From an optimization exercise on the open Yosys and OpenROAD flow, aimed at small area; shortcuts taken in it are not production practice.
The RTL was checked by simulation tests, not by an equivalence proof against the original design.
Power is estimated from default activity; no workload was simulated.

==> flow/config.mk <==
export PLATFORM = sky130hd
export DESIGN_NAME = AD_Table
export DESIGN_NICKNAME = AD_Table
export VERILOG_FILES = /design/flow/design.v
export SDC_FILE = /design/flow/constraint.sdc
export NUM_CORES = 4
export LEC_CHECK = 0
export ABC_AREA = 1
export CAP_MARGIN = 20
export CORE_MARGIN = 2
export CORE_UTILIZATION = 30
export SLEW_MARGIN = 20
export SYNTH_MEMORY_MAX_BITS = 65536
==> flow/constraint.sdc <==
create_clock -name core_clock -period 10.0 [get_ports {Table_CLK}]
set_input_delay 2.0000 -clock core_clock [delete_from_list [all_inputs] [get_ports {Table_CLK}]]
set_output_delay 2.0000 -clock core_clock [all_outputs]
set_load 0.01 [all_outputs]
==> flow/design.v <==
module AD_Table(Data_In,BCD_Out,Table_CLK);
input Table_CLK;
input [11:0] Data_In;
output [11:0] BCD_Out;
wire [11:0] x = Data_In;
reg [7:0] v;
wire n1 = x[0] ^ x[5] ^ ~x[11];
wire n2 = (x[0] & x[5]) | (x[0] & ~x[11]) | (x[5] & ~x[11]);
wire n3 = ~(x[1] ^ x[6]);
wire n4 = x[1] | x[6];
wire n5 = n2 ^ n3;
wire n6 = n2 & n3;
wire n7 = ~x[0] ^ x[2] ^ x[7];
wire n8 = (~x[0] & x[2]) | (~x[0] & x[7]) | (x[2] & x[7]);
wire n9 = n4 ^ n6 ^ n7;
wire n10 = (n4 & n6) | (n4 & n7) | (n6 & n7);
wire n11 = ~x[1] ^ x[3] ^ x[8];
wire n12 = (~x[1] & x[3]) | (~x[1] & x[8]) | (x[3] & x[8]);
wire n13 = n8 ^ n10 ^ n11;
wire n14 = (n8 & n10) | (n8 & n11) | (n10 & n11);
wire n15 = ~x[2] ^ x[4] ^ x[9];
wire n16 = (~x[2] & x[4]) | (~x[2] & x[9]) | (x[4] & x[9]);
wire n17 = n12 ^ n14 ^ n15;
wire n18 = (n12 & n14) | (n12 & n15) | (n14 & n15);
wire n19 = ~x[3] ^ x[5] ^ x[10];
wire n20 = (~x[3] & x[5]) | (~x[3] & x[10]) | (x[5] & x[10]);
wire n21 = n16 ^ n18 ^ n19;
wire n22 = (n16 & n18) | (n16 & n19) | (n18 & n19);
wire n23 = ~x[4] ^ x[6] ^ x[11];
wire n24 = (~x[4] & x[6]) | (~x[4] & x[11]) | (x[6] & x[11]);
wire n25 = n20 ^ n22 ^ n23;
wire n26 = (n20 & n22) | (n20 & n23) | (n22 & n23);
wire n27 = x[0] ^ ~x[5] ^ x[7];
wire n28 = (x[0] & ~x[5]) | (x[0] & x[7]) | (~x[5] & x[7]);
wire n29 = n24 ^ n26 ^ n27;
wire n30 = (n24 & n26) | (n24 & n27) | (n26 & n27);
wire n31 = x[1] ^ ~x[6] ^ x[8];
wire n32 = (x[1] & ~x[6]) | (x[1] & x[8]) | (~x[6] & x[8]);
wire n33 = n28 ^ n30 ^ n31;
wire n34 = (n28 & n30) | (n28 & n31) | (n30 & n31);
wire n35 = x[2] ^ ~x[7] ^ x[9];
wire n36 = (x[2] & ~x[7]) | (x[2] & x[9]) | (~x[7] & x[9]);
wire n37 = n32 ^ n34 ^ n35;
wire n38 = (n32 & n34) | (n32 & n35) | (n34 & n35);
wire n39 = ~(x[3] ^ ~x[8]);
wire n40 = x[3] | ~x[8];
wire n41 = x[10] ^ n36 ^ n38;
wire n42 = (x[10] & n36) | (x[10] & n38) | (n36 & n38);
wire n43 = n39 ^ n41;
wire n44 = n39 & n41;
wire n45 = x[4] ^ ~x[9] ^ x[11];
wire n46 = (x[4] & ~x[9]) | (x[4] & x[11]) | (~x[9] & x[11]);
wire n47 = n40 ^ n42 ^ n44;
wire n48 = (n40 & n42) | (n40 & n44) | (n42 & n44);
wire n49 = n45 ^ n47;
wire n50 = n45 & n47;
wire n51 = x[5] ^ ~x[10] ^ n46;
wire n52 = (x[5] & ~x[10]) | (x[5] & n46) | (~x[10] & n46);
wire n53 = n48 ^ n50 ^ n51;
wire n54 = (n48 & n50) | (n48 & n51) | (n50 & n51);
wire n55 = x[6] ^ ~x[11] ^ n52;
wire n56 = (x[6] & ~x[11]) | (x[6] & n52) | (~x[11] & n52);
wire n57 = n54 ^ n55;
wire n58 = n54 & n55;
wire n59 = ~(x[7] ^ n56);
wire n60 = x[7] | n56;
wire n61 = n58 ^ n59;
wire n62 = n58 & n59;
wire n63 = ~(x[8] ^ n60);
wire n64 = x[8] | n60;
wire n65 = n62 ^ n63;
wire n66 = n62 & n63;
wire n67 = ~(x[9] ^ n64);
wire n68 = x[9] | n64;
wire n69 = n66 ^ n67;
wire n70 = n66 & n67;
wire n71 = ~(x[10] ^ n68);
wire n72 = x[10] | n68;
wire n73 = n70 ^ n71;
wire n74 = n70 & n71;
wire n75 = ~(x[11] ^ n72);
wire n76 = x[11] | n72;
wire n77 = n74 ^ n75;
wire n78 = n74 & n75;
wire [7:0] vn = {n77, n73, n69, n65, n61, n57, n53, n49};
always @(posedge Table_CLK) v <= vn;
function [3:0] a3(input [3:0] d);
  a3 = {d[3] | (d[2] & (d[1] | d[0])),
        (d[3] & d[0]) | (d[2] & ~d[1] & ~d[0]),
        (d[3] & ~d[0]) | (~d[2] & d[1]) | (d[1] & d[0]),
        (~d[3] & ~d[2] & d[0]) | (d[2] & d[1] & ~d[0]) | (d[3] & ~d[0])};
endfunction
wire [3:0] c1 = a3({1'b0, v[7:5]});
wire [3:0] c2 = a3({c1[2:0], v[4]});
wire [3:0] c3 = a3({c2[2:0], v[3]});
wire [3:0] c4 = a3({1'b0, c1[3], c2[3], c3[3]});
wire [3:0] c5 = a3({c3[2:0], v[2]});
wire [3:0] c6 = a3({c4[2:0], c5[3]});
wire [3:0] c7 = a3({c5[2:0], v[1]});
assign BCD_Out = {2'b00, c4[3], c6[3:0], c7[3:0], v[0]};
endmodule
==> flow/run.sh <==
#!/bin/bash
# synth_recipe.tcl (not shown) runs the flow's synth.tcl, then flattens the netlist and writes it again
# the make line also repeats each setting of config.mk as NAME=value (left out here)
make -C /OpenROAD-flow-scripts/flow DESIGN_CONFIG=/design/flow/config.mk WORK_HOME=/design/flow/orfs CLKGATE_MAP_FILE= SYNTH_SCRIPT=/design/flow/synth_recipe.tcl finish
==> key figures <==
Clock network
  – Post-CTS Resized: 0
  – Root buffer cell: clkbuf_8
  – Hold_buf cts: 0
  – Post-CTS Setup Bufs: 0
  – TritonCTS buffer count: 3
  – Clk buf depth: 2
  – CTS tree: built
  – Reg clk slew, reported paths: 40 ps
  – Clock sinks: 8
  – H-tree depth: 1

Global routing
  – Largest net degree at the start of global routing: 7
  – Antenna violations before repair: 0
  – Number of global-route vias before repair: 1215
  – Wire length of the first global-routing pass: 4860 um
  – GR Util All Layers: 11.4%
  – Overflow after GRT: 0

Cells and area
  – Most common cell after layout, fill and taps aside: inv_1
  – Share of cells above drive strength 1: 11.7%
  – Utilization after layout: 38.5%
  – Largest reg by FF count: v
  – Area growth from synthesis to layout: 22.1%
  – Commonest non-fill, non-tap cells in the layout: 48 x inv_1, 39 x nand2_1, 22 x clkdlybuf4s50_1
  – Fin nets: 264
  – Multi-input combinational cell area: 1020 um2
  – Area taken by flip-flops and latches: 160 um2
  – Max FFs per register: 8
  – Largest regs: v: 8 flops
  – Antenna cells: 0
  – Design area: 1700 um2
  – Fill cells: 482
  – Finished Layout Cells: 274

Routing
  – Final WL: 2540 um
  – 1st-iter DRT viols: 35
  – Met2 WL post-DR: 1270 um
  – Number of nets with antenna violations after routing: 0
  – Top routing layer in use: met4
  – Met3 WL: 78 um
  – DRC errors left: 0
  – Routed len/inst: 9.25 um
  – Pre-antenna DRT Iters: 4
  – Via density: 4.55
  – Vias: 1248
  – DRT met1 WL: 1100 um

Critical path
  – Crit path to: v[7]
  – Critical path peak fanout: 4
  – Worst Setup Path Type: in2reg
  – Worst Path Required: 10150 ps
  – Slowest-stage cell, CP: clkdlybuf4s50_1
  – CP dominant cell by count: ha_1
  – Critical path's largest stage delay: 550 ps
  – Crit path cell chain: clkdlybuf4s50_1 > inv_1 > fa_1 > nor2_1 > nor2_1 > o21ai_0 > a31oi_1 > nor2_1 > o21bai_1 > nand2_1 > a21oi_1 > fa_1 > nand2_1 > fa_1 > inv_1 > ha_1 > fa_1 > ha_1 > ha_1 > ha_1 > ha_1 > ha_1 > xnor2_1 > xor2_1
  – CP startpoint: Data_In[0]
  – CP arrival: 6710 ps
  – Crit end category: flop
  – CP startpoint kind: input port

Flow run
  – Count of max-cap constraint violations: 0

Synthesis
  – Yosys cell types: 29
  – Synthesized area: 1390 um2
  – Flops & latches, synth: 8
  – Register area share after synthesis: 11.5%
  – Cell count after synthesis: 199
  – Synth Area per Inst: 7.00 um2
  – YS warnings: 1

Placement
  – Post-Place Cells: 271
  – Input/output buffers: 22
  – Dpl hpwl: 2320 um
  – GPL Wtd Cong: 0.892
  – DP Area: 1660 um2

Die
  – DIE HEIGHT: 72.2 um
  – Site row count: 24
  – Starting Density: 31.6%
  – Die area: 5210 um2
  – I/O pin count: 25
  – Die Width: 72.2 um
  – Core area: 4410 um2

STA
  – Hold Vio Cnt, Final: 0
  – Max Slew Vio Count: 0
  – Tcrit/Tclk final: 65.6%
  – Fin crit period: 6560 ps
  – RSZ-0062 raised after global routing: no
  – Max Fclk: 152 MHz
  – Final setup vio count: 0
  – Setup TNS: 0 ps

Pwr
  – Pleak: 0.000932 uW
  – Power Density: 214 nW/um2
  – Worst IR Drop VDD: 0.0647 mV
  – PnR Total Power: 364 uW

Min path
  – Min-delay worst type: in2reg

Status
  – Outcome: complete, no violations
## worst min-delay path by stage
stage / start / end / depth (start not counted)
after floorplan: Data_In[11] / v[7] / 2
after global placement: v[0] / BCD_Out[0] / 1
after detailed placement: v[0] / BCD_Out[0] / 1
after CTS: Data_In[11] / v[7] / 3
after global routing: Data_In[11] / v[7] / 3
final: Data_In[11] / v[7] / 3
## logic make-up (layout without fill, tap and decap cells)
logic type	count (synthesis)	in the layout	share of synthesized area, %
other	1	2	0.269
buffers and inverters	54	76	15.3
XOR/XNOR	2	2	1.26
AND/OR/NAND/NOR	85	85	29.4
AO/OA/AOI/OAI	22	22	10.5
adder cells (fa/ha/maj)	27	27	31.8
flip-flops	8	8	11.5
## critical path, delay by kind of cell
kind,cells,cell delay (ps)
buf+inv,3,670
compound gates,4,300
fa+ha+maj,10,3030
xor+xnor,2,320
simple gates,5,390
## cells in the mapped netlist
cell type / number / area [um2]
xor2_1: 1 / 8.76
nand2_1: 39 / 146
a31oi_1: 3 / 18.8
nand2_4: 2 / 22.5
inv_2: 3 / 11.3
a21oi_1: 3 / 15.0
dfxtp_1: 8 / 160
nor2_1: 13 / 48.8
a21oi_2: 1 / 8.76
o22ai_1: 3 / 18.8
nand3_2: 1 / 10.0
xnor2_1: 1 / 8.76
o21ai_0: 3 / 15.0
nand2_2: 12 / 75.1
conb_1: 1 / 3.75
o21ai_2: 1 / 8.76
nand3_4: 1 / 17.5
nand4_1: 2 / 12.5
o21bai_1: 1 / 7.51
o21a_1: 2 / 15.0
a22oi_1: 1 / 7.51
o21ai_4: 1 / 16.3
buf_4: 3 / 22.5
o21ai_1: 3 / 15.0
inv_1: 48 / 180
nor2_2: 1 / 6.26
fa_1: 14 / 280
ha_1: 13 / 163
nand3_1: 14 / 70.1
## power by group
group	leakage, uW	switching, uW	internal [uW]
sequential	0.0000675	9.92	43.7
clock	0.0000216	10.9	25.9
combinational	0.000843	148	126
## stage by stage
stage                     hold WS, ps  setup WS [ps]
final                            2570           3440
after global routing             2610           3060
after CTS                        2580           3390
after detailed placement         2750           3160
after global placement           2750           3260
after floorplan                  2240           4000
## per-layer routing
metal / up-vias / global-route usage, %
li1: 658 / -
met1: 556 / 13.1
met2: 28 / 20.9
met3: 6 / 0.833
met4: 0 / 6.29
met5: - / 0
## layout make-up
class,instances,area share (%)
multi-input combinational,138,60.1
timing repair buffer,22,12.9
inverter,51,11.3
sequential,8,9.41
tap,52,3.82
clock buffer,3,2.43

afterwards: timing with drivers on the ports:
The results above use ideal ports. As a check the final layout listed here was re-extracted and re-timed, cells and wires unchanged. Step 1 (the two cells are an assumption about what drives the block):
set clk [get_ports {Table_CLK}]
set_driving_cell -lib_cell sky130_fd_sc_hd__clkbuf_16 $clk
set_driving_cell -lib_cell sky130_fd_sc_hd__buf_2 [delete_from_list [all_inputs] $clk]
Step 2 moves the port delays by t, midway between the first and last clock arrival at a register: inputs arrive t later, outputs are due t later. That takes back most of the time a late clock gives input paths. Three values: ideal, step 1, step 2; two values: the first two.
t, ns: 0.242
setup WS [ns]: 3.439 / 3.440 / 3.197
pins driven straight from the clock port: 1
After both steps setup and hold are still met in this run. The setup slack of this run moves by +0.001 ns with the drivers and by -0.242 ns with both steps.
